Background: an optimization exercise with open tools, aiming at small area and a short achievable clock period. Do not read the settings as production practice. Only simulation tests tie the RTL to the original design; equivalence was not proved. Power figures rest on the tool's default switching activity, not on a simulated workload.

### design/flow/flow/run.sh
#!/bin/bash
# Layout flow: the standard synthesis, then every combinational cell that
# synthesis mapped at a drive strength above 1 is set to drive strength 1
# (timing repair later sizes up what needs it), then the standard layout.
set -euo pipefail
R=orfs/results/${FLOW_PLATFORM}/systolic_4x4/base
bash standard.sh synth > synth.log 2>&1
openroad -no_init -exit flow/downsize.tcl > downsize.log 2>&1
bash standard.sh > layout.log 2>&1
### design/flow/flow/downsize.tcl
# Set combinational cells of 1_synth.odb to drive strength 1 where the
# library has that variant.  Registers, buffers and clock cells are left alone.
set r orfs/results/$::env(FLOW_PLATFORM)/systolic_4x4/base
read_db $r/1_synth.odb
set db [ord::get_db]
set n 0
set saved 0.0
foreach inst [[ord::get_db_block] getInsts] {
  set name [[$inst getMaster] getName]
  if {![regexp {^(sky130_fd_sc_hd__([a-z0-9]+))_([0-9]+)$} $name -> base kind drive]} { continue }
  if {$drive <= 1} { continue }
  if {[regexp {^(df|sdf|edf|dl|buf|clk|conb|tap|fill|decap|diode|lpflow|probe|bufbuf|bufinv)} $kind]} { continue }
  set m [$db findMaster ${base}_1]
  if {$m == "NULL" || $m == ""} { continue }
  set saved [expr {$saved + ([[$inst getMaster] getWidth] - [$m getWidth]) * [$m getHeight] / 1e6}]
  $inst swapMaster $m
  incr n
}
puts "downsized $n cells, [format %.1f $saved] um2"
write_db $r/1_synth.odb
### design/flow/standard.sh
#!/bin/bash
# synth_recipe.tcl (not shown) runs the flow's synth.tcl, then flattens the netlist and writes it again
# the make line also repeats each setting of config.mk as NAME=value (left out here)
make -C /OpenROAD-flow-scripts/flow DESIGN_CONFIG=/design/flow/config.mk WORK_HOME=/design/flow/orfs CLKGATE_MAP_FILE= SYNTH_SCRIPT=/design/flow/synth_recipe.tcl "${@:-finish}"
### design/flow/config.mk
export PLATFORM = sky130hd
export DESIGN_NAME = systolic_4x4
export DESIGN_NICKNAME = systolic_4x4
export VERILOG_FILES = /design/flow/design.v
export SDC_FILE = /design/flow/constraint.sdc
export NUM_CORES = 4
export LEC_CHECK = 0
export CAP_MARGIN = 20
export CORE_MARGIN = 2
export CORE_UTILIZATION = 65
export CTS_BUF_LIST = sky130_fd_sc_hd__clkbuf_8 sky130_fd_sc_hd__clkbuf_16
export CTS_CLUSTER_DIAMETER = 80
export CTS_CLUSTER_SIZE = 24
export PLACE_DENSITY = 0.75
export SETUP_SLACK_MARGIN = 1.5
export SLEW_MARGIN = 20
export SYNTH_HIERARCHICAL = 1
export SYNTH_MINIMUM_KEEP_SIZE = 0
### design/flow/constraint.sdc
create_clock -name core_clock -period 5.5 [get_ports {clk}]
set_input_delay 1.1000 -clock core_clock [delete_from_list [all_inputs] [get_ports {clk}]]
set_output_delay 1.1000 -clock core_clock [all_outputs]
set_load 0.01 [all_outputs]
### design/flow/design.v
module PE_int8(input wire [15:0] acc, input wire [7:0] x, input wire [11:0] yb, output wire [15:0] s);
    wire n0;
    BSEL0 un0 (.one(yb[0]), .neg(yb[2]), .xa(x[0]), .pp(n0));
    wire n1;
    BSEL un1 (.one(yb[0]), .two(yb[1]), .neg(yb[2]), .xa(x[1]), .xb(x[0]), .pp(n1));
    wire n2;
    BSEL un2 (.one(yb[0]), .two(yb[1]), .neg(yb[2]), .xa(x[2]), .xb(x[1]), .pp(n2));
    wire n3;
    BSEL un3 (.one(yb[0]), .two(yb[1]), .neg(yb[2]), .xa(x[3]), .xb(x[2]), .pp(n3));
    wire n4;
    BSEL un4 (.one(yb[0]), .two(yb[1]), .neg(yb[2]), .xa(x[4]), .xb(x[3]), .pp(n4));
    wire n5;
    BSEL un5 (.one(yb[0]), .two(yb[1]), .neg(yb[2]), .xa(x[5]), .xb(x[4]), .pp(n5));
    wire n6;
    BSEL un6 (.one(yb[0]), .two(yb[1]), .neg(yb[2]), .xa(x[6]), .xb(x[5]), .pp(n6));
    wire n7;
    BSEL un7 (.one(yb[0]), .two(yb[1]), .neg(yb[2]), .xa(x[7]), .xb(x[6]), .pp(n7));
    wire n8;
    BSEL8N un8 (.one(yb[0]), .two(yb[1]), .neg(yb[2]), .xa(x[7]), .pp(n8));
    wire n9;
    BSEL0 un9 (.one(yb[3]), .neg(yb[5]), .xa(x[0]), .pp(n9));
    wire n10;
    BSEL un10 (.one(yb[3]), .two(yb[4]), .neg(yb[5]), .xa(x[1]), .xb(x[0]), .pp(n10));
    wire n11;
    BSEL un11 (.one(yb[3]), .two(yb[4]), .neg(yb[5]), .xa(x[2]), .xb(x[1]), .pp(n11));
    wire n12;
    BSEL un12 (.one(yb[3]), .two(yb[4]), .neg(yb[5]), .xa(x[3]), .xb(x[2]), .pp(n12));
    wire n13;
    BSEL un13 (.one(yb[3]), .two(yb[4]), .neg(yb[5]), .xa(x[4]), .xb(x[3]), .pp(n13));
    wire n14;
    BSEL un14 (.one(yb[3]), .two(yb[4]), .neg(yb[5]), .xa(x[5]), .xb(x[4]), .pp(n14));
    wire n15;
    BSEL un15 (.one(yb[3]), .two(yb[4]), .neg(yb[5]), .xa(x[6]), .xb(x[5]), .pp(n15));
    wire n16;
    BSEL un16 (.one(yb[3]), .two(yb[4]), .neg(yb[5]), .xa(x[7]), .xb(x[6]), .pp(n16));
    wire n17;
    BSEL8N un17 (.one(yb[3]), .two(yb[4]), .neg(yb[5]), .xa(x[7]), .pp(n17));
    wire n18;
    BSEL0 un18 (.one(yb[6]), .neg(yb[8]), .xa(x[0]), .pp(n18));
    wire n19;
    BSEL un19 (.one(yb[6]), .two(yb[7]), .neg(yb[8]), .xa(x[1]), .xb(x[0]), .pp(n19));
    wire n20;
    BSEL un20 (.one(yb[6]), .two(yb[7]), .neg(yb[8]), .xa(x[2]), .xb(x[1]), .pp(n20));
    wire n21;
    BSEL un21 (.one(yb[6]), .two(yb[7]), .neg(yb[8]), .xa(x[3]), .xb(x[2]), .pp(n21));
    wire n22;
    BSEL un22 (.one(yb[6]), .two(yb[7]), .neg(yb[8]), .xa(x[4]), .xb(x[3]), .pp(n22));
    wire n23;
    BSEL un23 (.one(yb[6]), .two(yb[7]), .neg(yb[8]), .xa(x[5]), .xb(x[4]), .pp(n23));
    wire n24;
    BSEL un24 (.one(yb[6]), .two(yb[7]), .neg(yb[8]), .xa(x[6]), .xb(x[5]), .pp(n24));
    wire n25;
    BSEL un25 (.one(yb[6]), .two(yb[7]), .neg(yb[8]), .xa(x[7]), .xb(x[6]), .pp(n25));
    wire n26;
    BSEL8N un26 (.one(yb[6]), .two(yb[7]), .neg(yb[8]), .xa(x[7]), .pp(n26));
    wire n27;
    BSEL0 un27 (.one(yb[9]), .neg(yb[11]), .xa(x[0]), .pp(n27));
    wire n28;
    BSEL un28 (.one(yb[9]), .two(yb[10]), .neg(yb[11]), .xa(x[1]), .xb(x[0]), .pp(n28));
    wire n29;
    BSEL un29 (.one(yb[9]), .two(yb[10]), .neg(yb[11]), .xa(x[2]), .xb(x[1]), .pp(n29));
    wire n30;
    BSEL un30 (.one(yb[9]), .two(yb[10]), .neg(yb[11]), .xa(x[3]), .xb(x[2]), .pp(n30));
    wire n31;
    BSEL un31 (.one(yb[9]), .two(yb[10]), .neg(yb[11]), .xa(x[4]), .xb(x[3]), .pp(n31));
    wire n32;
    BSEL un32 (.one(yb[9]), .two(yb[10]), .neg(yb[11]), .xa(x[5]), .xb(x[4]), .pp(n32));
    wire n33;
    BSEL un33 (.one(yb[9]), .two(yb[10]), .neg(yb[11]), .xa(x[6]), .xb(x[5]), .pp(n33));
    wire n34;
    BSEL un34 (.one(yb[9]), .two(yb[10]), .neg(yb[11]), .xa(x[7]), .xb(x[6]), .pp(n34));
    wire n35;
    BSEL8N un35 (.one(yb[9]), .two(yb[10]), .neg(yb[11]), .xa(x[7]), .pp(n35));
    wire n36 = ~acc[8];
    wire n37 = ~acc[8];
    wire n38 = ~acc[11];
    wire n39 = ~acc[13];
    wire n40, n41;
    HA un40 (.a(yb[8]), .b(acc[4]), .s(n40), .co(n41));
    wire n42, n43;
    HA un42 (.a(acc[5]), .b(n12), .s(n42), .co(n43));
    wire n44, n45;
    FA un44 (.a(yb[11]), .b(acc[6]), .c(n13), .s(n44), .co(n45));
    wire n46, n47;
    HA un46 (.a(n20), .b(n27), .s(n46), .co(n47));
    wire n48, n49;
    FA un48 (.a(acc[7]), .b(n14), .c(n21), .s(n48), .co(n49));
    wire n50, n51;
    HA un50 (.a(n28), .b(n7), .s(n50), .co(n51));
    wire n52, n53;
    FA un52 (.a(n15), .b(n22), .c(n29), .s(n52), .co(n53));
    wire n54, n55;
    HA un54 (.a(n8), .b(n36), .s(n54), .co(n55));
    wire n56, n57;
    FA un56 (.a(acc[9]), .b(n16), .c(n23), .s(n56), .co(n57));
    wire n58, n59;
    HA un58 (.a(n30), .b(n37), .s(n58), .co(n59));
    wire n60, n61;
    FA un60 (.a(acc[10]), .b(acc[8]), .c(n17), .s(n60), .co(n61));
    wire n62, n63;
    HA un62 (.a(n24), .b(n31), .s(n62), .co(n63));
    wire n64, n65;
    HA un64 (.a(n25), .b(n32), .s(n64), .co(n65));
    wire n66, n67;
    HA un66 (.a(acc[11]), .b(acc[12]), .s(n66), .co(n67));
    wire n68, n69;
    HA un68 (.a(yb[5]), .b(acc[2]), .s(n68), .co(n69));
    wire n70, n71;
    HA un70 (.a(acc[3]), .b(n10), .s(n70), .co(n71));
    wire n72, n73;
    FA un72 (.a(n11), .b(n18), .c(n4), .s(n72), .co(n73));
    wire n74, n75;
    FA un74 (.a(n19), .b(n5), .c(n41), .s(n74), .co(n75));
    wire n76, n77;
    FA un76 (.a(n6), .b(n43), .c(n46), .s(n76), .co(n77));
    wire n78, n79;
    FA un78 (.a(n47), .b(n50), .c(n45), .s(n78), .co(n79));
    wire n80, n81;
    FA un80 (.a(n51), .b(n54), .c(n49), .s(n80), .co(n81));
    wire n82, n83;
    FA un82 (.a(n55), .b(n58), .c(n53), .s(n82), .co(n83));
    wire n84, n85;
    FA un84 (.a(n59), .b(n62), .c(n57), .s(n84), .co(n85));
    wire n86, n87;
    FA un86 (.a(n38), .b(n63), .c(n64), .s(n86), .co(n87));
    wire n88, n89;
    FA un88 (.a(n26), .b(n33), .c(n65), .s(n88), .co(n89));
    wire n90, n91;
    HA un90 (.a(n34), .b(n39), .s(n90), .co(n91));
    wire n92, n93;
    HA un92 (.a(acc[13]), .b(acc[14]), .s(n92), .co(n93));
    wire n94, n95;
    HA un94 (.a(yb[2]), .b(acc[0]), .s(n94), .co(n95));
    wire n96, n97;
    HA un96 (.a(acc[1]), .b(n1), .s(n96), .co(n97));
    wire n98, n99;
    FA un98 (.a(n2), .b(n9), .c(n68), .s(n98), .co(n99));
    wire n100, n101;
    FA un100 (.a(n3), .b(n69), .c(n70), .s(n100), .co(n101));
    wire n102, n103;
    FA un102 (.a(n71), .b(n40), .c(n72), .s(n102), .co(n103));
    wire n104, n105;
    FA un104 (.a(n42), .b(n73), .c(n74), .s(n104), .co(n105));
    wire n106, n107;
    FA un106 (.a(n44), .b(n75), .c(n76), .s(n106), .co(n107));
    wire n108, n109;
    FA un108 (.a(n48), .b(n77), .c(n78), .s(n108), .co(n109));
    wire n110, n111;
    FA un110 (.a(n52), .b(n79), .c(n80), .s(n110), .co(n111));
    wire n112, n113;
    FA un112 (.a(n56), .b(n81), .c(n82), .s(n112), .co(n113));
    wire n114, n115;
    FA un114 (.a(n60), .b(n83), .c(n84), .s(n114), .co(n115));
    wire n116, n117;
    FA un116 (.a(n61), .b(n86), .c(n85), .s(n116), .co(n117));
    wire n118, n119;
    FA un118 (.a(n66), .b(n88), .c(n87), .s(n118), .co(n119));
    wire n120, n121;
    FA un120 (.a(n67), .b(n90), .c(n89), .s(n120), .co(n121));
    wire n122, n123;
    FA un122 (.a(n35), .b(n91), .c(n92), .s(n122), .co(n123));
    wire n124 = acc[15] ^ n93;
    wire n125, n126;
    HA un125 (.a(n0), .b(n94), .s(n125), .co(n126));
    wire n127, n128;
    HA un127 (.a(n95), .b(n96), .s(n127), .co(n128));
    wire n129, n130;
    HA un129 (.a(n97), .b(n98), .s(n129), .co(n130));
    wire n131, n132;
    HA un131 (.a(n99), .b(n100), .s(n131), .co(n132));
    wire n133, n134;
    HA un133 (.a(n101), .b(n102), .s(n133), .co(n134));
    wire n135, n136;
    HA un135 (.a(n103), .b(n104), .s(n135), .co(n136));
    wire n137, n138;
    HA un137 (.a(n105), .b(n106), .s(n137), .co(n138));
    wire n139, n140;
    HA un139 (.a(n107), .b(n108), .s(n139), .co(n140));
    wire n141, n142;
    HA un141 (.a(n109), .b(n110), .s(n141), .co(n142));
    wire n143, n144;
    HA un143 (.a(n111), .b(n112), .s(n143), .co(n144));
    wire n145, n146;
    HA un145 (.a(n113), .b(n114), .s(n145), .co(n146));
    wire n147, n148;
    HA un147 (.a(n115), .b(n116), .s(n147), .co(n148));
    wire n149, n150;
    HA un149 (.a(n118), .b(n117), .s(n149), .co(n150));
    wire n151, n152;
    HA un151 (.a(n120), .b(n119), .s(n151), .co(n152));
    wire n153, n154;
    HA un153 (.a(n122), .b(n121), .s(n153), .co(n154));
    wire n155 = n124 ^ n123;
    wire n156;
    GC111 un156 (.i0(n128), .i1(n127), .i2(n126), .o(n156));
    wire n157;
    GC111 un157 (.i0(n132), .i1(n131), .i2(n130), .o(n157));
    wire n158;
    PC11 un158 (.i0(n131), .i1(n129), .o(n158));
    wire n159;
    GC111 un159 (.i0(n136), .i1(n135), .i2(n134), .o(n159));
    wire n160;
    PC11 un160 (.i0(n135), .i1(n133), .o(n160));
    wire n161;
    GC111 un161 (.i0(n140), .i1(n139), .i2(n138), .o(n161));
    wire n162;
    PC11 un162 (.i0(n139), .i1(n137), .o(n162));
    wire n163;
    GC111 un163 (.i0(n144), .i1(n143), .i2(n142), .o(n163));
    wire n164;
    PC11 un164 (.i0(n143), .i1(n141), .o(n164));
    wire n165;
    GC111 un165 (.i0(n148), .i1(n147), .i2(n146), .o(n165));
    wire n166;
    PC11 un166 (.i0(n147), .i1(n145), .o(n166));
    wire n167;
    GC111 un167 (.i0(n152), .i1(n151), .i2(n150), .o(n167));
    wire n168;
    PC11 un168 (.i0(n151), .i1(n149), .o(n168));
    wire n169;
    GC110 un169 (.i0(n130), .i1(n129), .i2(n156), .o(n169));
    wire n170;
    GC000 un170 (.i0(n157), .i1(n158), .i2(n156), .o(n170));
    wire n171;
    GC110 un171 (.i0(n138), .i1(n137), .i2(n159), .o(n171));
    wire n172;
    PC10 un172 (.i0(n137), .i1(n160), .o(n172));
    wire n173;
    GC000 un173 (.i0(n161), .i1(n162), .i2(n159), .o(n173));
    wire n174;
    PC00 un174 (.i0(n162), .i1(n160), .o(n174));
    wire n175;
    GC110 un175 (.i0(n146), .i1(n145), .i2(n163), .o(n175));
    wire n176;
    PC10 un176 (.i0(n145), .i1(n164), .o(n176));
    wire n177;
    GC000 un177 (.i0(n165), .i1(n166), .i2(n163), .o(n177));
    wire n178;
    PC00 un178 (.i0(n166), .i1(n164), .o(n178));
    wire n179;
    GC110 un179 (.i0(n154), .i1(n153), .i2(n167), .o(n179));
    wire n180;
    PC10 un180 (.i0(n153), .i1(n168), .o(n180));
    wire n181;
    GC111 un181 (.i0(n134), .i1(n133), .i2(n170), .o(n181));
    wire n182;
    GC001 un182 (.i0(n159), .i1(n160), .i2(n170), .o(n182));
    wire n183;
    GC001 un183 (.i0(n171), .i1(n172), .i2(n170), .o(n183));
    wire n184;
    GC111 un184 (.i0(n173), .i1(n174), .i2(n170), .o(n184));
    wire n185;
    GC111 un185 (.i0(n150), .i1(n149), .i2(n177), .o(n185));
    wire n186;
    PC11 un186 (.i0(n149), .i1(n178), .o(n186));
    wire n187;
    GC001 un187 (.i0(n167), .i1(n168), .i2(n177), .o(n187));
    wire n188;
    PC01 un188 (.i0(n168), .i1(n178), .o(n188));
    wire n189;
    GC001 un189 (.i0(n179), .i1(n180), .i2(n177), .o(n189));
    wire n190;
    PC01 un190 (.i0(n180), .i1(n178), .o(n190));
    wire n191;
    GC110 un191 (.i0(n142), .i1(n141), .i2(n184), .o(n191));
    wire n192;
    GC000 un192 (.i0(n163), .i1(n164), .i2(n184), .o(n192));
    wire n193;
    GC000 un193 (.i0(n175), .i1(n176), .i2(n184), .o(n193));
    wire n194;
    GC110 un194 (.i0(n177), .i1(n178), .i2(n184), .o(n194));
    wire n195;
    GC000 un195 (.i0(n185), .i1(n186), .i2(n184), .o(n195));
    wire n196;
    GC000 un196 (.i0(n187), .i1(n188), .i2(n184), .o(n196));
    wire n197;
    GC000 un197 (.i0(n189), .i1(n190), .i2(n184), .o(n197));
    assign s[0] = n125;
    assign s[1] = n127 ^ n126;
    assign s[2] = n129 ^ ~n156;
    assign s[3] = n131 ^ ~n169;
    assign s[4] = n133 ^ n170;
    assign s[5] = n135 ^ ~n181;
    assign s[6] = n137 ^ ~n182;
    assign s[7] = n139 ^ ~n183;
    assign s[8] = n141 ^ ~n184;
    assign s[9] = n143 ^ ~n191;
    assign s[10] = n145 ^ n192;
    assign s[11] = n147 ^ n193;
    assign s[12] = n149 ^ ~n194;
    assign s[13] = n151 ^ n195;
    assign s[14] = n153 ^ n196;
    assign s[15] = n155 ^ ~n197;
endmodule
module FA(input wire a, input wire b, input wire c, output wire s, output wire co);
    assign s = a ^ b ^ c;
    assign co = (a & b) | (a & c) | (b & c);
endmodule
module HA(input wire a, input wire b, output wire s, output wire co);
    assign s = a ^ b;
    assign co = a & b;
endmodule
module BSEL(input wire one, input wire two, input wire neg, input wire xa, input wire xb, output wire pp);
    wire sn;
    BSELA ua (.one(one), .two(two), .xa(xa), .xb(xb), .sn(sn));
    BXNOR ux (.a(sn), .b(neg), .y(pp));
endmodule
module BSELA(input wire one, input wire two, input wire xa, input wire xb, output wire sn);
    assign sn = ~((one & xa) | (two & xb));
endmodule
module BXNOR(input wire a, input wire b, output wire y);
    assign y = ~(a ^ b);
endmodule
module BSEL0(input wire one, input wire neg, input wire xa, output wire pp);
    assign pp = (one & xa) ^ neg;
endmodule
module BSEL8N(input wire one, input wire two, input wire neg, input wire xa, output wire pp);
    assign pp = ~(((one | two) & xa) ^ neg);
endmodule
module BENC(input wire b2, input wire b1, input wire b0, output wire one, output wire two, output wire neg);
    assign one = b1 ^ b0;
    assign two = (b2 & ~b1 & ~b0) | (~b2 & b1 & b0);
    assign neg = b2;
endmodule
module GC000(input wire i0, input wire i1, input wire i2, output wire o);
    assign o = (~i0 | (~i1 & ~i2));
endmodule
module GC001(input wire i0, input wire i1, input wire i2, output wire o);
    assign o = ~(~i0 | (~i1 & i2));
endmodule
module GC110(input wire i0, input wire i1, input wire i2, output wire o);
    assign o = ~(i0 | (i1 & ~i2));
endmodule
module GC111(input wire i0, input wire i1, input wire i2, output wire o);
    assign o = ~(i0 | (i1 & i2));
endmodule
module PC00(input wire i0, input wire i1, output wire o);
    assign o = (~i0 & ~i1);
endmodule
module PC01(input wire i0, input wire i1, output wire o);
    assign o = ~(~i0 & i1);
endmodule
module PC10(input wire i0, input wire i1, output wire o);
    assign o = ~(i0 & ~i1);
endmodule
module PC11(input wire i0, input wire i1, output wire o);
    assign o = ~(i0 & i1);
endmodule
module systolic_4x4(    input  wire clk,
                        input  wire rst,
                        input  wire [31: 0] x_flat,    
                        input  wire [31: 0] y_flat,    
                        output wire [255:0] out_flat,  
                        output wire done
        );
    reg  [7:0]  xo  [15:0];
    reg  [11:0] yo  [15:0];      
    wire [11:0] ytop [3:0];      
    reg  [15:0] acc [15:0];
    reg  [15:0] out [15:0];
    wire [15:0] sum [15:0];      
    wire [15:0] out_d [15:0];
    reg  [3:0]  counter;
    reg         done_r;
    reg  [4:1]  warm;            
    reg  [15:0] keep;            
    assign done = done_r;
    wire snap = (counter == 4'd10);
    wire ld   = snap & ~rst;     
    wire kp   = ~snap & ~rst;    
    genvar gi, gj, gb;
    generate
        for (gj = 0; gj < 4; gj = gj + 1) begin : g_enc
            BENC e0 (.b2(y_flat[8*gj+1]), .b1(y_flat[8*gj+0]), .b0(1'b0),
                     .one(ytop[gj][0]), .two(ytop[gj][1]), .neg(ytop[gj][2]));
            BENC e1 (.b2(y_flat[8*gj+3]), .b1(y_flat[8*gj+2]), .b0(y_flat[8*gj+1]),
                     .one(ytop[gj][3]), .two(ytop[gj][4]), .neg(ytop[gj][5]));
            BENC e2 (.b2(y_flat[8*gj+5]), .b1(y_flat[8*gj+4]), .b0(y_flat[8*gj+3]),
                     .one(ytop[gj][6]), .two(ytop[gj][7]), .neg(ytop[gj][8]));
            BENC e3 (.b2(y_flat[8*gj+7]), .b1(y_flat[8*gj+6]), .b0(y_flat[8*gj+5]),
                     .one(ytop[gj][9]), .two(ytop[gj][10]), .neg(ytop[gj][11]));
        end
        for (gi = 0; gi < 4; gi = gi + 1) begin : g_row
            for (gj = 0; gj < 4; gj = gj + 1) begin : g_col
                localparam integer N = 4*gi + gj;
                localparam integer K = (gi > gj) ? gi : gj;
                always @(posedge clk) keep[N] <= ~rst & warm[K+1];
                wire [15:0] acc_in = acc[N] & {16{keep[N]}};
                PE_int8 pe (.acc(acc_in), .x(xo[N]), .yb(yo[N]), .s(sum[N]));
                for (gb = 0; gb < 16; gb = gb + 1) begin : g_bit
                    OMUX m (.s(sum[N][gb]), .o(out[N][gb]), .ld(ld), .kp(kp), .y(out_d[N][gb]));
                end
                assign out_flat[16*N +: 16] = out[N];
            end
        end
    endgenerate
    integer i, j;
    always @(posedge clk) begin
        for (i = 0; i < 4; i = i + 1)
            for (j = 0; j < 4; j = j + 1) begin
                xo[4*i+j] <= (j == 0) ? x_flat[8*i +: 8] : xo[4*i+j-1];
                yo[4*i+j] <= (i == 0) ? ytop[j] : yo[4*i+j-4];
            end
        for (i = 0; i < 16; i = i + 1) begin
            acc[i] <= sum[i];
            out[i] <= out_d[i];
        end
        warm <= rst ? 4'd0 : {warm[3:1], 1'b1};
        if (rst) begin
            done_r  <= 1'b0;
            counter <= 4'd0;
        end else if (snap) begin
            done_r  <= 1'b1;
            counter <= 4'd0;
        end else begin
            done_r  <= 1'b0;
            counter <= counter + 1'b1;
        end
    end
endmodule
module OMUX(input wire s, input wire o, input wire ld, input wire kp, output wire y);
    assign y = (s & ld) | (o & kp);
endmodule
==> results of run 1 <==
-- layout make-up --
class	count	area, µm²	share of cell area (%)
Inverter	211	800	1.35
Timing Repair Buffer	376	3770	6.38
Sequential cell	845	17300	29.3
Clock inverter	21	268	0.453
Tap cell	1050	1310	2.22
Multi-Input combinational cell	3619	34300	58.2
Antenna cell	1	2.50	0.00424
Clock buffer	53	1270	2.15
-- routing by layer --
| layer | part of all wire [%] | up-vias |
|---|---|---|
| met5 | 0 | - |
| met4 | 3.1 | 0 |
| met3 | 5.6 | 215 |
| met2 | 49 | 1161 |
| met1 | 42 | 18200 |
| li1 | - | 17200 |
-- sequential cells by signal, summed over array words and instances (netlist names) --
name / count
acc: 256
counter: 4
done_r: 1
keep: 4
out: 256
warm: 4
xo: 128
yo: 192
-- worst max-delay path, cell delays in order, from the launching register on --
cell	delay, ns
dfxtp_4	0.38
buf_4	0.18
buf_6	0.17
and2_1	0.17
fa_1	0.41
fa_1	0.47
fa_1	0.52
ha_4	0.32
nand2_1	0.09
nor2_2	0.18
a21oi_4	0.12
buf_4	0.18
xnor2_1	0.45
a22o_1	0.24
-- power breakdown --
part | leakage (nW) | switching [W] | internal (W)
sequential | 7.04 | 0.000793 | 0.00757
combinational | 16.6 | 0.0106 | 0.00776
clock | 0.755 | 0.00217 | 0.00181
-- final timing paths --
| kind | startpoint | cells past startpoint | slack [ns] | endpoint |
|---|---|---|---|---|
| max | keep[3] | 13 | 1.55 | out[7][8] |
| max reg2reg | keep[3] | 13 | 1.55 | out[7][8] |
| min reg2reg | xo[9][7] | 0 | 0.43 | xo[10][7] |
| min | xo[9][7] | 0 | 0.43 | xo[10][7] |
-- per-stage QoR --
stage	worst slack [ns]	TNS [ns]	area (µm²)	utilization, %	std cells
floorplan	-0.557	-142.70	52000	-	4734
global placement	1.03	0	56400	71.4	6079
detailed placement	0.891	0	56400	71.4	6079
CTS	1.44	0	58200	73.6	6155
global route	1.41	0	59000	74.7	6175
finish	1.55	0	59100	74.7	6176
-- what timing repair did --
item                                    CTS  global route
gates resized for setup                  87           284
endpoints found under the setup margin  197           121
endpoints found under the hold margin     0             0
pin swaps                                 0            12
gates cloned                              0             1
setup buffers                             2            19
==> qor.yml, run 1 <==
outcome:
  status: "complete, no violations"
synthesis:
  synth_warnings: 15
  syn_area_per_cell_um2: 11.0
  synth_area_um2: 51900
  syn_inst: 4723
timing:
  rsz0062_at_grt: "true"
  min_period_over_period_pct: 71.8
  hold_ws_ns: 0.429
  hold_viol_final: 0
  slew_viol_final: 0
  finalCriticalPeriod_ns: 3.95
  fmax_ghz: 0.253
  worst_clock_skew_ns: 0.0385
  setup_viol: 0
  tightest_slew_ns: 0.978
  slew_headroom_pct: 34.6
finish:
  final_cell_mix: "684 x xnor2_1, 580 x dfxtp_1, 474 x ha_1, 447 x a22oi_1, 432 x fa_1"
  drive_gt1_share_pct: 8.94
  area_delta_synth_final_pct: 13.8
  layout.cells.most_common: "xnor2_1"
  nFillCells: 5722
  nNetsFinal: 6080
global_route:
  grt.met1_usage_pct: 39.7
  grt_max_degree: 117
  grt-ovfl-total: 0
  antenna_found_initial: 0
  met2_usage_pct: 51.9
  grt_util_met3_pct: 3.92
  grtUsageTotal_pct: 30.3
  grt_pass1_wl_um: 201000
  top_usage_layer: "met2"
  grt_pass1_vias: 37400
place:
  globalplace.congestion: 0.907
  dpl.hpwl_um: 94200
  io_buffers: 322
detailed_routing:
  drt_wl_total_um: 126000
  via_count: 36800
  detail_route.vias_per_cell: 5.96
  wl_per_cell_um: 20.4
  drt_iter0_markers: 2509
  drtAntennaViolNets: 0
  dr.pass1.iters: 7
  drc: 0
critical_path:
  cp_max_fo: 11
  crit_type: "register to register"
  critPathArrivalTime_ns: 4.53
  start_kind: "register"
  worstPathRequired_ns: 6.08
  crit_path_end_kind: "register"
pwr:
  power_w: 0.0307
  p_leak_nw: 24.4
  ir_drop_mv: 0.541
  power.density_nw_per_um2: 520
cts:
  clk_latency_ns: 0.64
  cts_root_buf: "clkbuf_16"
  postCtsHoldBufs: 0
  clockBufferDepth: 3
  cts_tree: "yes"
  clkTransAtPathRegs_ns: 0.09
  numCtsBuffers: 47
  cts-htree-levels: 2
  clock-sinks: 845
floorplanning:
  die_w_um: 287
  dieArea_um2: 82100
  io_pins: 323
  core_um2: 79000
  initial_core_util_pct: 65.7
  die_y_um: 287
  rows: 103
job:
  maxCapViolCount: 0
min_path:
  hp-class: "register to register"
==> inputs of run 2 (changes only) <==
==> design/flow/flow/run.sh (replaced) <==
#!/bin/bash
# Layout flow: the standard synthesis; then every combinational cell that
# synthesis mapped at a drive strength above 1 is set to drive strength 1
# (timing repair later sizes up what needs it); then the standard layout,
# with the port buffers made of sky130_fd_sc_hd__buf_1 cells.
set -euo pipefail
bash standard.sh synth > synth.log 2>&1
openroad -no_init -exit flow/downsize.tcl > downsize.log 2>&1
export BUFFER_PORTS_ARGS="-buffer_cell sky130_fd_sc_hd__buf_1"
bash standard.sh > layout.log 2>&1
==> run 2 against run 1 <==
Net effect: count of clock-buffer cells in the layout down 4; final area shrank 3.5%; combinational power barely moved; synthesized cell count stayed put; first-iteration DRC count is 3.0% higher; critical path depth increased by 1; die area unchanged; sequential cell count unchanged; sequential power about the same.
==> qor.yml, run 2 <==
floorplanning:
  die_w_um: 287  # unchanged
  rows: 103  # unchanged
  dieArea_um2: 82100  # unchanged
  core_um2: 79000  # unchanged
  die_y_um: 287  # unchanged
  io_pins: 323  # unchanged
  initial_core_util_pct: 65.7  # unchanged
critical_path:
  critPathArrivalTime_ns: 4.44  # -0.09 ns
  critical_path.top_delay_family: "adder cells"
  start_kind: "register"
  cp_max_fo: 23  # +12
  reg2reg_slack_ns: 1.61  # +0.06 ns
  critPathBufInv: 3  # unchanged
  slowest_delay_ns: 0.52  # about the same
  worstPathRequired_ns: 6.05  # -0.03 ns
  cpMaxStageDelayCell: "fa_1"
  reg2reg_depth: 14  # +1
  crit_path_end_kind: "register"
  reg2reg_from: "keep[3]"
  path_cells: "buf_4, buf_16, and2_1, fa_1, fa_1, fa_1, ha_4, nand2_1, o21ai_2, buf_4, a21oi_1, o21ai_1, xor2_1, a22o_1"
  crit_top_cell: "fa_1"
  r2r_end: "out[7][13]"
  crit_type: "register to register"
timing:
  slew_headroom_pct: 40.8  # +6.2 points
  hold_viol_final: 0  # unchanged
  slew_viol_final: 0  # unchanged
  min_period_over_period_pct: 70.7  # -1.1 points
  fmax_ghz: 0.257  # +1.5%
  rsz0062_at_grt: "true"
  worst_clock_skew_ns: 0.0305  # -0.00800 ns
  setup_viol: 0  # unchanged
  finalCriticalPeriod_ns: 3.89  # -0.0601 ns
  tightest_slew_ns: 0.888  # -0.0900 ns
  fin_ws_ns: 1.61  # +0.0601 ns
place:
  globalplace.congestion: 0.931  # +2.6%
  io_buffers: 322  # unchanged
  dpl.hpwl_um: 93400  # -0.79%
  placed_cell_area_um2: 54400  # -3.5%
  place_ws_ns: 0.872  # -0.0188 ns
pwr:
  p_clk_share_pct: 12.9  # about the same
  switching_share_pct: 44.7  # +0.42 points
  p_leak_nw: 23.6  # -3.0%
  power.switching_w: 0.0138  # +1.3%
  ir_drop_mv: 0.508  # -6.2%
  power.density_nw_per_um2: 541  # +3.9%
  p_int_w: 0.0171  # -0.43%
  power.share.combinational_pct: 60.0  # +0.2 points
  power_frac_seq_pct: 27.2  # about the same
finish:
  nFillCells: 5861  # +2.4%
  reg_top3: "acc (256), out (256), yo (192)"
  layout.cells.most_common: "xnor2_1"
  area_delta_synth_final_pct: 9.82
  nNetsFinal: 6089  # +0.15%
  final_cell_mix: "688 x xnor2_1, 597 x dfxtp_1, 476 x ha_1, 448 x a22oi_1, 432 x fa_1"
  drive_gt1_share_pct: 8.75  # -0.19 points
  design_area_um2: 57000  # -3.5%
cts:
  clockBufferDepth: 3  # unchanged
  clock-sinks: 845  # unchanged
  cts_root_buf: "clkbuf_16"
  clk_latency_ns: 0.63  # about the same
  numCtsBuffers: 49  # +4.3%
  clkTransAtPathRegs_ns: 0.09  # about the same
  cts_tree: "yes"
  cts-htree-levels: 2  # unchanged
detailed_routing:
  drt_wl_total_um: 126000  # about the same
  drc: 0  # unchanged
  detail_route.vias_per_cell: 5.92  # -0.64%
  drtAntennaViolNets: 0  # unchanged
  wl_per_cell_um: 20.3  # -0.14%
  dr.pass1.iters: 7  # unchanged
  drt_iter0_markers: 2585  # +3.0%
  via_count: 36600  # -0.49%
global_route:
  grt_max_degree: 158  # +35%
  grt_pass1_vias: 37200  # -0.64%
  antenna_found_initial: 2  # +2
  grtUsageTotal_pct: 30.3  # +0.039 points
  grt_pass1_wl_um: 200000  # about the same
  grt-ovfl-total: 0  # unchanged
synthesis:
  synth_warnings: 15  # unchanged
  syn_inst: 4723  # unchanged
  synth_area_um2: 51900  # unchanged
  syn_area_per_cell_um2: 11.0  # unchanged
min_path:
  worstHoldEndpoint: "yo[7][7]"
  holdPathStages: 0  # unchanged
  min-delay-start: "yo[3][7]"
  hp-class: "register to register"
job:
  maxCapViolCount: 0  # unchanged
outcome:
  status: "complete, no violations"
run 2: repair_timing:
item,CTS,global route
setup endpoints to repair,224,120
gates resized for setup,80,268
setup buffers,7,19
pin swaps,0,8
hold endpoints to repair,0,0
hold buffers,0,0
run 2: final cells by class:
| type | count | area, µm² | share of cell area [%] |
|---|---|---|---|
| diodes | 2 | 5.00 | 0.00878 |
| clock buffers | 49 | 1230 | 2.15 |
| clock inverters | 26 | 297 | 0.520 |
| inverters | 211 | 800 | 1.40 |
| multi-input cells | 3619 | 34300 | 60.3 |
| flip-flops and latches | 845 | 17300 | 30.3 |
| well taps | 1050 | 1310 | 2.30 |
| repair buffers | 383 | 1760 | 3.09 |
run 2: worst max-delay path by stage:
stage | cells after the start | to | startpoint
floorplan | 3 | out[0][0] | rst
global placement | 13 | out[15][15] | keep[3]
detailed placement | 13 | out[15][15] | keep[3]
CTS | 12 | out[10][15] | yo[10][5]
global route | 13 | out[2][15] | xo[2][0]
finish | 14 | out[7][13] | keep[3]
run 2: metrics by stage:
step                util (%)  std cells  power (W)  setup TNS (ns)  hold WS [ns]
floorplan                  -       4734     0.0215         -142.70         0.414
global placement        68.9       6082     0.0252               0         0.436
detailed placement      68.9       6082     0.0256               0         0.435
CTS                     71.2       6164     0.0298               0         0.437
global route            72.2       6183     0.0335               0         0.435
finish                  72.2       6185     0.0308               0         0.428
run 2: power by group through the flow:
| stage | logic, W | clock network [W] | registers (W) |
|---|---|---|---|
| after floorplan | 0.0134 | 0 | 0.00809 |
| after CTS | 0.0174 | 0.00405 | 0.00834 |
| final | 0.0185 | 0.00397 | 0.00838 |
| after global placement | 0.0167 | 0 | 0.00846 |
| after global routing | 0.0207 | 0.00427 | 0.00849 |
| after detailed placement | 0.0171 | 0 | 0.00846 |
run 2: metal layers:
| metal | track usage (%) | vias up | wire length, µm |
|---|---|---|---|
| met5 | 0 | - | 26 |
| met4 | 11.0 | 4 | 4540 |
| met3 | 3.84 | 229 | 7630 |
| met2 | 51.2 | 1196 | 60900 |
| met1 | 40.0 | 17900 | 52600 |
| li1 | - | 17200 | - |
==> inputs of run 3 (changes only) <==
--- a/design/flow/config.mk
+++ b/design/flow/config.mk
@@ -12,7 +12,7 @@
 export CTS_CLUSTER_DIAMETER = 80
 export CTS_CLUSTER_SIZE = 24
 export PLACE_DENSITY = 0.75
-export SETUP_SLACK_MARGIN = 1.5
+export SETUP_SLACK_MARGIN = 1.2
 export SLEW_MARGIN = 20
 export SYNTH_HIERARCHICAL = 1
 export SYNTH_MINIMUM_KEEP_SIZE = 0
==> run 3 against run 2 <==
Net effect: largest cell class unchanged; count of clock-buffer cells in the layout unchanged; clock skew grew 0.0048 ns; register-to-register slack worse by 0.26 ns; still clean.
==> qor.yml, run 3 <==
job:
  maxCapViolCount: 0  # unchanged
timing:
  tns_ns: 0  # unchanged
  hold_viol_final: 0  # unchanged
  slew_headroom_pct: 39.3  # -1.5 points
  worst_clock_skew_ns: 0.0353  # +0.00482 ns
  fmax_ghz: 0.241  # -6.3%
  hold_ws_ns: 0.443  # +0.0147 ns
  slew_viol_final: 0  # unchanged
  rsz0062_at_grt: "true"
  min_period_over_period_pct: 75.5  # +4.7 points
  finalCriticalPeriod_ns: 4.15  # +0.260 ns
  setup_viol: 0  # unchanged
  tightest_slew_ns: 0.910  # +0.0218 ns
synthesis:
  syn_area_per_cell_um2: 11.0  # unchanged
  synth_area_um2: 51900  # unchanged
  synth_warnings: 15  # unchanged
  syn_inst: 4723  # unchanged
detailed_routing:
  drt_iter0_markers: 2605  # +0.77%
  drtAntennaViolNets: 0  # unchanged
  detail_route.vias_per_cell: 5.89  # -0.48%
  drc: 0  # unchanged
  drt_wl_total_um: 124000  # -1.6%
  wl_per_cell_um: 20.1  # -1.3%
  dr.pass1.iters: 6  # -1
  via_count: 36300  # -0.82%
finish:
  area_delta_synth_final_pct: 8.13
  reg_top3: "acc (256), out (256), yo (192)"
  final_cell_mix: "823 x dfxtp_1, 688 x xnor2_1, 482 x ha_1, 448 x a22oi_1, 432 x fa_1"
  drive_gt1_share_pct: 2.90  # -5.9 points
  nNetsFinal: 6066  # -0.38%
  stdcell_count: 6164  # -0.34%
  design_area_um2: 56100  # -1.5%
  layout.cells.most_common: "dfxtp_1"
critical_path:
  reg2reg_depth: 12  # -2
  endpoint: "out[5][15]"
  worstPathRequired_ns: 6.02  # -0.03 ns
  reg2reg_from: "yo[5][8]"
  cpMaxStageDelayCell: "dfxtp_1"
  start_kind: "register"
  crit_path_end_kind: "register"
  cp_max_fo: 11  # -52%
  critPathArrivalTime_ns: 4.67  # +0.23 ns
  path_cells: "xnor2_1, fa_1, fa_1, fa_1, ha_1, a21oi_1, o21ai_1, a21boi_1, o21ai_1, xnor2_1, xnor2_1, a22o_1"
  crit_start: "yo[5][8]"
  r2r_end: "out[5][15]"
  crit_type: "register to register"
  slowest_delay_ns: 0.83  # +0.31 ns
  reg2reg_slack_ns: 1.35  # -0.26 ns
pwr:
  power.density_nw_per_um2: 530  # -2.1%
  p_leak_nw: 23.5  # -0.79%
  ir_drop_mv: 0.515  # +1.4%
cts:
  cts_root_buf: "clkbuf_16"
  cts_tree: "yes"
  cts-htree-levels: 2  # unchanged
  numCtsBuffers: 49  # unchanged
  clkTransAtPathRegs_ns: 0.09  # about the same
  clockBufferDepth: 3  # unchanged
  clock-sinks: 845  # unchanged
  clk_latency_ns: 0.63  # about the same
  postCtsHoldBufs: 0  # unchanged
global_route:
  grt_max_degree: 158  # unchanged
  antenna_found_initial: 3  # +1
  grt-ovfl-total: 0  # unchanged
  grt_pass1_wl_um: 198000  # -0.93%
  grtUsageTotal_pct: 29.9  # -0.39 points
  grt_pass1_vias: 37100  # -0.070%
place:
  globalplace.congestion: 0.931  # unchanged
  dpl.hpwl_um: 93400  # unchanged
  place_inst: 6082  # unchanged
  placed_cell_area_um2: 54400  # unchanged
  io_buffers: 322  # unchanged
floorplanning:
  io_pins: 323  # unchanged
  rows: 103  # unchanged
  dieArea_um2: 82100  # unchanged
  die_w_um: 287  # unchanged
  die_y_um: 287  # unchanged
  core_um2: 79000  # unchanged
  initial_core_util_pct: 65.7  # unchanged
min_path:
  holdPathStages: 0  # unchanged
  hp-class: "register to register"
outcome:
  status: "complete, no violations"
-- run 3: per-stage QoR --
| step | setup WS [ns] | power, W | util (%) |
|---|---|---|---|
| finish | 1.35 | 0.0297 | 71.0 |
| CTS | 1.16 | 0.0297 | 70.9 |
| global placement | 1.01 | 0.0252 | 68.9 |
| detailed placement | 0.872 | 0.0256 | 68.9 |
| floorplan | -0.557 | 0.0215 | - |
| global route | 1.13 | 0.0324 | 71.0 |
-- run 3: routing by layer --
layer	up-vias	wire (µm)	track usage, %
met1	17700	52200	39.5
met2	1134	59500	50.5
met3	213	7350	3.95
li1	17200	-	-
met5	-	12	0
met4	2	4530	10.8
-- run 3: cell type report --
type,count,area [µm²]
multi-input combinational,3619,34000
fill,5999,22900
antenna,4,10.0
inverter,211,800
tap,1050,1310
sequential,845,16900
clock buffer,49,1230
timing repair buffer,360,1580
clock inverter,26,297
-- run 3: how the worst min path moves through the flow --
stage                     to      from  slack, ns
floorplan            keep[3]   warm[4]       0.41
global placement     warm[4]   warm[3]       0.44
detailed placement  yo[6][5]  yo[2][5]       0.43
CTS                 yo[6][5]  yo[2][5]       0.44
global route        yo[6][5]  yo[2][5]       0.44
finish              yo[6][5]  yo[2][5]       0.44
-- run 3: report_power, final --
part / switching, W / internal (W) / leakage [nW]
sequential: 0.000805 / 0.00755 / 7.02
clock: 0.00222 / 0.00175 / 0.758
combinational: 0.0102 / 0.00721 / 15.7
total: 0.0132 / 0.0165 / 23.5
-- run 3: repair_timing --
action	CTS	global route
endpoints found under the setup margin	82	107
resized for setup	6	31
setup buffers	0	3
-- run 3: critical path, delay by kind of cell, from the launching register on --
kind	cells	cell delay (ns)
AO/OA/AOI/OAI	5	0.94
XOR/XNOR	3	0.53
adder cells (fa/ha/maj)	4	1.74
flip-flops	1	0.83
==> inputs of run 4 (changes only) <==
--- a/design/flow/config.mk
+++ b/design/flow/config.mk
@@ -12,7 +12,7 @@
 export CTS_CLUSTER_DIAMETER = 80
 export CTS_CLUSTER_SIZE = 24
 export PLACE_DENSITY = 0.75
-export SETUP_SLACK_MARGIN = 1.2
+export SETUP_SLACK_MARGIN = 1.7
 export SLEW_MARGIN = 20
 export SYNTH_HIERARCHICAL = 1
 export SYNTH_MINIMUM_KEEP_SIZE = 0
==> run 4 against run 3 <==
Net effect: setup slack better by 0.36 ns; sequential power is 0.5% higher; critical path depth rose by 1; final cell count is 1.0% higher; first-iteration DRC count increased by 13%; sequential share of layout area decreased by 0.75 points; combinational power is 29% higher; clock power barely moved; synthesized area unchanged; core utilization rose by 4.0 points; die area unchanged; synthesized cell count stayed put.
==> qor.yml, run 4 <==
outcome:
  status: "complete, no violations"
timing:
  worst_clock_skew_ns: 0.0319  # -0.00343 ns
  slew_headroom_pct: 40.1  # +0.79 points
  hold_viol_final: 0  # unchanged
  tightest_slew_ns: 0.898  # -0.0118 ns
  hold_ws_ns: 0.410  # -0.0323 ns
  finalCriticalPeriod_ns: 3.79  # -0.359 ns
  min_period_over_period_pct: 68.9  # -6.5 points
  fmax_ghz: 0.264  # +9.5%
  setup_viol: 0  # unchanged
  slew_viol_final: 0  # unchanged
  rsz0062_at_grt: "true"
min_path:
  hp-class: "register to register"
finish:
  nFillCells: 5438  # -9.4%
  nNetsFinal: 6132  # +1.1%
  final_cell_mix: "678 x xnor2_1, 532 x dfxtp_1, 427 x a22oi_1, 415 x ha_1, 405 x fa_1"
  multiInputGateArea_um2: 36000  # +5.9%
  area_delta_synth_final_pct: 14.2
  stdcell_count: 6228  # +1.0%
  reg_top3: "acc (256), out (256), yo (192)"
  ff_latch_area_um2: 17500  # +3.0%
  layout.cells.most_common: "xnor2_1"
  design_area_um2: 59300  # +5.6%
  drive_gt1_share_pct: 15.1  # +12 points
pwr:
  ir_drop_mv: 0.547  # +6.3%
  p_leak_nw: 24.1  # +2.5%
  power.density_nw_per_um2: 588  # +11%
critical_path:
  worstPathRequired_ns: 6.03  # about the same
  crit_type: "register to register"
  critPathArrivalTime_ns: 4.32  # -0.35 ns
  cp_max_fo: 9  # -2
  crit_path_end_kind: "register"
  start_kind: "register"
cts:
  clockBufferDepth: 3  # unchanged
  cts_root_buf: "clkbuf_16"
  clk_latency_ns: 0.63  # about the same
  clock-sinks: 845  # unchanged
  postCtsHoldBufs: 0  # unchanged
  clkTransAtPathRegs_ns: 0.10  # about the same
  numCtsBuffers: 49  # unchanged
  cts-htree-levels: 2  # unchanged
  cts_tree: "yes"
detailed_routing:
  drc: 0  # unchanged
  detail_route.vias_per_cell: 5.97  # +1.3%
  via_count: 37200  # +2.4%
  wl_per_cell_um: 21.0  # +4.7%
  drt_iter0_markers: 2952  # +13%
  drtAntennaViolNets: 0  # unchanged
  drt_wl_total_um: 131000  # +5.8%
  dr.pass1.iters: 6  # unchanged
floorplanning:
  rows: 103  # unchanged
  initial_core_util_pct: 65.7  # unchanged
  dieArea_um2: 82100  # unchanged
  core_um2: 79000  # unchanged
  io_pins: 323  # unchanged
  die_y_um: 287  # unchanged
  die_w_um: 287  # unchanged
global_route:
  grt-ovfl-total: 0  # unchanged
  grt_pass1_wl_um: 202000  # +1.6%
  grt_max_degree: 158  # unchanged
  grtUsageTotal_pct: 30.5  # +0.61 points
  antenna_found_initial: 2  # -1
  grt_pass1_vias: 37400  # +0.61%
synthesis:
  synth_warnings: 15  # unchanged
  syn_inst: 4723  # unchanged
  syn_area_per_cell_um2: 11.0  # unchanged
  synth_area_um2: 51900  # unchanged
job:
  maxCapViolCount: 0  # unchanged
place:
  placed_cell_area_um2: 54400  # unchanged
  globalplace.congestion: 0.931  # unchanged
  dpl.hpwl_um: 93400  # unchanged
  place_inst: 6082  # unchanged
  io_buffers: 322  # unchanged
[run 4: per-layer routing]
layer | wire length [µm] | track usage, %
met3 | 8100 | 4.22
met5 | 28 | 0
met2 | 64500 | 51.6
met1 | 53400 | 40.0
met4 | 4780 | 11.5
[run 4: power by group]
group	leakage (nW)	switching (W)	internal, W
combinational	16.2	0.0124	0.0101
sequential	7.06	0.000822	0.00757
clock	0.758	0.00222	0.00175
[run 4: per-stage QoR]
| step | power, W | utilization [%] | setup TNS, ns | setup WS, ns |
|---|---|---|---|---|
| floorplan | 0.0215 | - | -142.70 | -0.557 |
| global placement | 0.0252 | 68.9 | 0 | 1.01 |
| detailed placement | 0.0256 | 68.9 | 0 | 0.872 |
| CTS | 0.0305 | 72.0 | 0 | 1.68 |
| global route | 0.0374 | 75.0 | 0 | 1.60 |
| finish | 0.0349 | 75.0 | 0 | 1.71 |
[run 4: what timing repair did]
item,CTS,global route
setup buffers,18,51
pin swaps,13,103
endpoints found under the setup margin,257,133
resized for setup,311,424
[run 4: path summary, 6_finish.rpt]
check             cells past startpoint  slack [ns]     start         end
setup / recovery                     13        1.71  xo[2][7]  out[2][10]
hold / removal                        0        0.41  yo[2][5]    yo[6][5]
setup reg to reg                     13        1.71  xo[2][7]  out[2][10]
hold reg to reg                       0        0.41  yo[2][5]    yo[6][5]
[run 4: area by class of cell]
| cell class | count | area share [%] |
|---|---|---|
| Clock buffer | 49 | 2.07 |
| Inverter | 211 | 1.35 |
| Sequential cell | 845 | 29.5 |
| Antenna cell | 2 | 0.00845 |
| Tap cell | 1050 | 2.22 |
| Multi-Input combinational cell | 3619 | 60.7 |
| Timing Repair Buffer | 426 | 3.70 |
| Clock inverter | 26 | 0.500 |
[run 4: critical path: stages, from the launching register on]
cell	delay [ns]
dfxtp_2	0.47
a22oi_1	0.14
xnor2_1	0.21
ha_1	0.29
fa_1	0.49
fa_1	0.62
ha_4	0.23
a21oi_2	0.15
o21ai_2	0.08
a21oi_4	0.30
buf_4	0.18
o21ai_1	0.08
xor2_1	0.20
a22o_1	0.24
==> inputs of run 5 (changes only) <==
--- a/design/flow/config.mk
+++ b/design/flow/config.mk
@@ -7,12 +7,12 @@
 export LEC_CHECK = 0
 export CAP_MARGIN = 20
 export CORE_MARGIN = 2
-export CORE_UTILIZATION = 65
+export CORE_UTILIZATION = 75
 export CTS_BUF_LIST = sky130_fd_sc_hd__clkbuf_8 sky130_fd_sc_hd__clkbuf_16
 export CTS_CLUSTER_DIAMETER = 80
 export CTS_CLUSTER_SIZE = 24
-export PLACE_DENSITY = 0.75
-export SETUP_SLACK_MARGIN = 1.7
+export PLACE_DENSITY = 0.85
+export SETUP_SLACK_MARGIN = 1.5
 export SLEW_MARGIN = 20
 export SYNTH_HIERARCHICAL = 1
 export SYNTH_MINIMUM_KEEP_SIZE = 0
==> run 5 against run 4 <==
Net effect: hold slack improved by 0.014 ns; global-route usage rose by 4.4 points; power shrank 14%; synthesized area unchanged; sequential cell count unchanged; final area down 4.9%; die area down 13%; core utilization grew 7.2 points; setup slack worse by 0.19 ns; critical path type unchanged; largest power group unchanged.
==> qor.yml, run 5 <==
global_route:
  antenna_found_initial: 4  # +2
  grt_max_degree: 194  # +23%
  grt-ovfl-total: 0  # unchanged
  grt_pass1_wl_um: 199000  # -1.1%
  grt_pass1_vias: 38400  # +2.8%
  grtUsageTotal_pct: 34.9  # +4.4 points
finish:
  area_delta_synth_final_pct: 8.60
  reg_top3: "acc (256), out (256), yo (192)"
  nNetsFinal: 6051  # -1.3%
  nFillCells: 4169  # -23%
  stdcell_count: 6029  # -3.2%
  drive_gt1_share_pct: 7.54  # -7.5 points
  finish.utilization_pct: 82.2  # +7.2 points
  final_cell_mix: "688 x xnor2_1, 595 x dfxtp_1, 481 x ha_1, 448 x a22oi_1, 430 x fa_1"
  layout.cells.most_common: "xnor2_1"
cts:
  clock-sinks: 845  # unchanged
  postCtsHoldBufs: 0  # unchanged
  cts_tree: "yes"
  numCtsBuffers: 46  # -6.1%
  clockBufferDepth: 3  # unchanged
  cts-htree-levels: 2  # unchanged
  cts_root_buf: "clkbuf_16"
  clkTransAtPathRegs_ns: 0.10  # about the same
  clk_latency_ns: 0.63  # about the same
min_path:
  worstHoldEndpoint: "xo[5][6]"
  min-delay-start: "xo[4][6]"
  hp-class: "register to register"
  holdPathStages: 0  # unchanged
job:
  maxCapViolCount: 0  # unchanged
critical_path:
  r2r_end: "out[2][15]"
  crit_start: "xo[2][3]"
  start_kind: "register"
  crit_path_end_kind: "register"
  reg2reg_depth: 13  # unchanged
  reg2reg_slack_ns: 1.52  # -0.19 ns
  cpMaxStageDelayCell: "dfxtp_1"
  worstPathRequired_ns: 6.03  # about the same
  critPathArrivalTime_ns: 4.52  # +0.20 ns
  reg2reg_from: "xo[2][3]"
  path_cells: "a22oi_1, xnor2_1, fa_1, fa_1, fa_1, ha_1, a21oi_1, o21ai_1, a21boi_1, o21ai_1, xnor2_1, xnor2_1, a22o_1"
  crit_type: "register to register"
  slowest_delay_ns: 0.60  # -0.02 ns
  cp_max_fo: 9  # unchanged
floorplanning:
  die_w_um: 267  # -6.8%
  core_um2: 68600  # -13%
  die_y_um: 267  # -6.8%
  rows: 96  # -6.8%
  dieArea_um2: 71300  # -13%
  initial_core_util_pct: 75.7  # +10 points
  io_pins: 323  # unchanged
place:
  globalplace.congestion: 0.908  # -2.5%
  dpl.hpwl_um: 91700  # -1.9%
  place_inst: 5945  # -2.3%
  io_buffers: 322  # unchanged
detailed_routing:
  drt_wl_total_um: 126000  # -3.5%
  wl_per_cell_um: 20.9  # -0.32%
  dr.pass1.iters: 7  # +1
  via_count: 37800  # +1.7%
  drc: 0  # unchanged
  detail_route.vias_per_cell: 6.27  # +5.1%
  drt_iter0_markers: 3409  # +15%
  drtAntennaViolNets: 0  # unchanged
timing:
  finalCriticalPeriod_ns: 3.98  # +0.192 ns
  slew_viol_final: 0  # unchanged
  tns_ns: 0  # unchanged
  slew_headroom_pct: 15.2  # -25 points
  hold_viol_final: 0  # unchanged
  worst_clock_skew_ns: 0.0258  # -0.00606 ns
  hold_ws_ns: 0.424  # +0.0140 ns
  tightest_slew_ns: 1.27  # +0.373 ns
  rsz0062_at_grt: "true"
  min_period_over_period_pct: 72.4  # +3.5 points
  setup_viol: 0  # unchanged
  fmax_ghz: 0.251  # -4.8%
synthesis:
  syn_area_per_cell_um2: 11.0  # unchanged
  synth_warnings: 15  # unchanged
  synth_area_um2: 51900  # unchanged
  syn_inst: 4723  # unchanged
pwr:
  power_w: 0.0301  # -14%
  p_leak_nw: 23.4  # -2.6%
  power.density_nw_per_um2: 535  # -9.1%
  ir_drop_mv: 0.758  # +39%
outcome:
  status: "complete, no violations"
run 5: cell type report:
type                    count  area [µm²]  area share, %
clock buffers              51        1250           2.22
diodes                      5        12.5         0.0222
repair buffers            348        1510           2.68
multi-input cells        3619       34100           60.6
clock inverters            19         226          0.402
well taps                 931        1160           2.07
flip-flops and latches    845       17300           30.6
inverters                 211         800           1.42
run 5: what timing repair did:
item	CTS	global route
hold endpoints to repair	0	0
gates resized for setup	74	246
setup buffers	3	5
cloned	1	0
setup endpoints to repair	165	130
run 5: worst max path at each step:
stage	end	depth (start not counted)
2_1_floorplan	out[0][0]	3
3_3_place_gp	out[4][15]	13
4_1_cts	out[2][15]	13
6_report	out[2][15]	13
3_5_place_dp	out[2][15]	13
5_1_grt	out[0][15]	13
run 5: worst max-delay path: cells and delay by family (launching register included):
family                     cells  cell delay, ns
adders and majority gates      4            1.74
AOI/OAI and AO/OA              6            1.08
DFF                            1            0.60
xor gates and xnor gates       3            0.47
run 5: power breakdown:
part | total (W) | internal, W | switching [W]
logic | 0.0179 | 0.00742 | 0.0104
registers | 0.00836 | 0.00757 | 0.000792
clock network | 0.00391 | 0.00178 | 0.00214
run 5: per-stage QoR:
step	setup WS (ns)	cell area, µm²
6_report	1.52	56400
5_1_grt	1.38	56400
4_1_cts	1.46	55800
3_5_place_dp	0.989	54200
3_3_place_gp	1.09	54200
2_1_floorplan	-0.557	52000
run 5: per-layer routing:
| metal | share of wire, % | track usage [%] | vias to the layer above |
|---|---|---|---|
| li1 | - | - | 17200 |
| met2 | 49 | 58.9 | 1692 |
| met1 | 39 | 44.7 | 18600 |
| met5 | 0.0079 | 0 | - |
| met3 | 7.6 | 5.33 | 358 |
| met4 | 4.7 | 15.7 | 2 |

==> separate check: timing with driven ports <==
How much do the figures lean on ideal ports? The routed layouts below were timed once more, with nothing changed but the port constraints. Step 1: set_driving_cell puts a clkbuf_16 on clk and a buf_2 on each other input, an assumption about the parent block. Step 2 also shifts input and output timing later by t, the mid clock arrival at the registers, as if the neighbouring blocks saw the same clock. Slacks: no drivers / after step 1 / after step 2; pairs: no drivers / after step 1.
run	shift t [ns]	slack for setup (ns)	worst setup path after step 2	worst register clock-pin slew, ns
run 1	0.692	1.550 / 1.550 / 1.550	register to register	0.10 / 0.10
run 2	0.681	1.610 / 1.610 / 1.610	register to register	0.10 / 0.10
run 3	0.682	1.350 / 1.350 / 1.350	register to register	0.10 / 0.10
run 4	0.682	1.708 / 1.708 / 1.708	register to register	0.10 / 0.10
run 5	0.697	1.517 / 1.517 / 1.517	register to register	0.10 / 0.10
After both steps setup and hold are still met in every run listed.
